This is an optimization exercise on Yosys and OpenROAD, whose aim is a short achievable clock period and few clock cycles, not a production implementation. Where RTL was checked, it was by simulation tests only, not by an equivalence proof against the original. The clock port is modelled as an ideal driver, which makes a skipped or thinned clock tree look cheaper than it is; a real chip needs a root buffer or a tree. Power is estimated from default activity; no workload was simulated.

run a:
## cpu_top
module cpu_top (
    input wire clk,
    input wire rst,
    output wire [15:0] mem_addr,
    input wire [7:0] mem_rdata,
    output wire [7:0] mem_wdata,
    output wire mem_we,
    output wire [7:0] out_value,
    output wire halted
);
    reg [15:0] ma;        
    reg [15:0] pc;        
    reg [15:0] pa;        
    reg [7:0]  wd;        
    reg [7:0]  dr;        
    reg [7:0]  dh;        
    reg [7:0]  m0;
    reg [7:0]  a, b, c;
    reg [7:0]  outr;
    reg        we;
    reg        hlt;        
    reg        frz;        
    reg        first;
    reg        st_boot, st_op, st_aft, st_lo, st_data, bub, pb;    
    reg        pend;                      
    reg        k_sta;                     
    reg        w_b, w_c, w_a;             
    reg sel_c;                                    
    reg a_add, a_and, a_xor, a_or, a_mov, a_cma, a_shl, a_shr;
    reg y_x, y_inv, y_cin;                        
    reg b_inc, b_dec, b_fa, b_fc;
    reg c_inc, c_dec, c_fa, c_fb;
    assign mem_addr  = ma;
    assign mem_wdata = wd;
    assign mem_we    = we;
    assign out_value = outr;
    assign halted    = hlt;
    wire [7:0] d = mem_rdata;
    wire [7:0] drx = pb ? dh : dr;
    wire dr_mvi_a = drx == 8'h3E;
    wire dr_mvi_b = drx == 8'h06;
    wire dr_mvi_c = drx == 8'h0E;
    wire dr_lda   = drx == 8'h3A;
    wire dr_sta   = drx == 8'h32;
    wire dr_jmp   = drx == 8'hC3;
    wire dr_multi = dr_mvi_a | dr_mvi_b | dr_mvi_c | dr_lda | dr_sta | dr_jmp;
    wire dr_rd_a  = drx == 8'h80 || drx == 8'h81 || drx == 8'h90 || drx == 8'h91 ||
                    drx == 8'hA0 || drx == 8'hA1 || drx == 8'hA8 || drx == 8'hA9 ||
                    drx == 8'hB0 || drx == 8'hB1 || drx == 8'h47 || drx == 8'h4F ||
                    drx == 8'h3C || drx == 8'h3D || drx == 8'h2F || drx == 8'h17 ||
                    drx == 8'h1F;
    wire dr_wr_a  = drx == 8'h78 || drx == 8'h79;   
    wire run     = ~frz;
    wire adv     = run & ~bub;                      
  ...
clock: 11.0 ns
lec_check: 0
abc_clock_period_in_ps: 2500
cap_margin: 20
core_margin: 2
core_utilization: 40
slew_margin: 20
synth_memory_max_bits: 262144
standard.sh (not shown) runs the stock make flow with config.mk's settings and CLKGATE_MAP_FILE= SYNTH_SCRIPT=/design/flow/synth_recipe.tcl, a recipe that flattens the netlist after the stock synthesis.
==> flow/flow/run.sh <==
#!/bin/bash
set -euo pipefail
source flow/settings.sh
bash standard.sh synth > synth.log 2>&1
bash standard.sh SETUP_SLACK_MARGIN=$MARGIN place > place.log 2>&1
bash standard.sh SETUP_SLACK_MARGIN=$MARGIN CLK_NBUF=$CLK_NBUF CLK_BUFCELL=$CLK_BUFCELL CLK_INV1=${CLK_INV1:-} CLK_INV2=${CLK_INV2:-} \
  RUN_SCRIPT=$PWD/flow/cts.tcl RUN_LOG_NAME_STEM=4_1_cts run > cts.log 2>&1
bash standard.sh SETUP_SLACK_MARGIN=$MARGIN do-4_cts do-route > route.log 2>&1
bash standard.sh SETUP_SLACK_MARGIN=$MARGIN finish > finish.log 2>&1
Other scripts of this flow, unchanged in this note and not shown: flow/flow/cts.tcl, flow/flow/settings.sh
Testbench counts of run a, summed over its fixed seeds: cycles 41,727.
Edits applied to the flow inputs when going from run a to run b:
-- flow/design.v --
<<< run a, line 81
    wire c_w = ex & (c_inc | c_dec | c_fa | c_fb);
    wire [15:0] pc_inc = pc + 16'd1;
    wire jmp   = adv & opnd1 & dr_jmp;
    wire sta_a = adv & st_lo & k_sta;               
    wire hold  = st_boot | st_data | bub;           
    wire [15:0] ma_o = resolve ? pa :
                       hold    ? pc : pc_inc;
    always @(posedge clk or posedge rst) begin
        if (rst) begin
            ma <= 16'h0000;
            pc <= 16'h0000;
        end else begin
            ma[7:0]  <= sta_a ? d : (jmp ? m0 : ma_o[7:0]);
            ma[15:8] <= jmp ? d : (sta_a ? drx : ma_o[15:8]);
            pc[7:0]  <= jmp ? m0 : ((hold | ~adv) ? pc[7:0] : pc_inc[7:0]);
            pc[15:8] <= jmp ? d : ((hold | ~adv) ? pc[15:8] : pc_inc[15:8]);
        end
    end
    always @(posedge clk) begin
        if (st_boot) begin
>>> run b, line 81
    wire c_w = ex & (c_inc | c_dec | c_fa | c_fb);
    wire [15:0] pc_inc = pc + 16'd1;
    always @(posedge clk) begin
        if (st_boot) begin
<<< run a, line 107
            if (w_c) c <= dr;
            else if (c_w) c <= c_n;
        end
        if (adv && ld_lo) pa <= {drx, d};
>>> run b, line 91
            if (w_c) c <= dr;
            else if (c_w) c <= c_n;
        end
        if (st_boot) ma <= 16'h0000;
        else if (bub) ma <= pc;
        else if (run) begin
            if (resolve) ma <= pa;
            else if (opnd1 && dr_jmp) ma <= {d, m0};
            else if (st_lo && k_sta) ma <= {drx, d};
            else if (st_data) ma <= pc;
            else ma <= pc_inc;
        end
        if (st_boot) pc <= 16'h0000;
        else if (adv) begin
            if (opnd1 && dr_jmp) pc <= {d, m0};
            else if (!st_data) pc <= pc_inc;
        end
        if (adv && ld_lo) pa <= {drx, d};
Findings:
Taking run a as the reference point, the initial core utilization of run b rises by 0.20 points. Sequential share of power for run b: 5.5 points up relative to run a. Going from run a to run b, the share of power burned in the clock network was found to have gone up by 3.3 points. Run b vs run a: internal power contribution down by a little under 10%. From run a to run b the numbers moved as follows: non-filler instance count after layout shows an increase of 100, setup slack decreased 0.13 ns, wire length up 8.2%, met1 layer wirelength in the final routing rose by 0.54%. sky130_fd_sc_hd__dfrtp_1 as the library cell contributing the largest single delay on the critical path was reported by run a, and sky130_fd_sc_hd__mux2_4 by run b.
For run b, only the layout was checked, not whether the RTL still works. In every run of this note, the design's own scripts or RTL, not TritonCTS, make the clock network.

==> re-timing with driven ports <==
No port has a modelled driver above. Below, the same layouts with a new extraction and two added sets of constraints.
Step 1 assumes that a clkbuf_16 drives the clock port and a buf_2 every other input.
Step 2, shift: input delay + t, output delay - t, t = (earliest + latest rising clock arrival at the registers) / 2. This alone moves slack from input paths to output paths.
Slacks: ideal / step 1 / step 2; pairs: ideal / step 1.
| run | shift t [ns] | setup slack, ns | slew at the worst register clock pin (ns) |
|---|---|---|---|
| run a | 0.293 | 8.121 / 7.967 / 7.967 | 0.09 / 0.09 |
| run b | 0.296 | 7.986 / 7.969 / 7.794 | 0.09 / 0.09 |
After both steps setup and hold are still met in every run listed. The setup slack of run b, which loses most, moves by -0.017 ns with the drivers and by -0.192 ns with both steps.
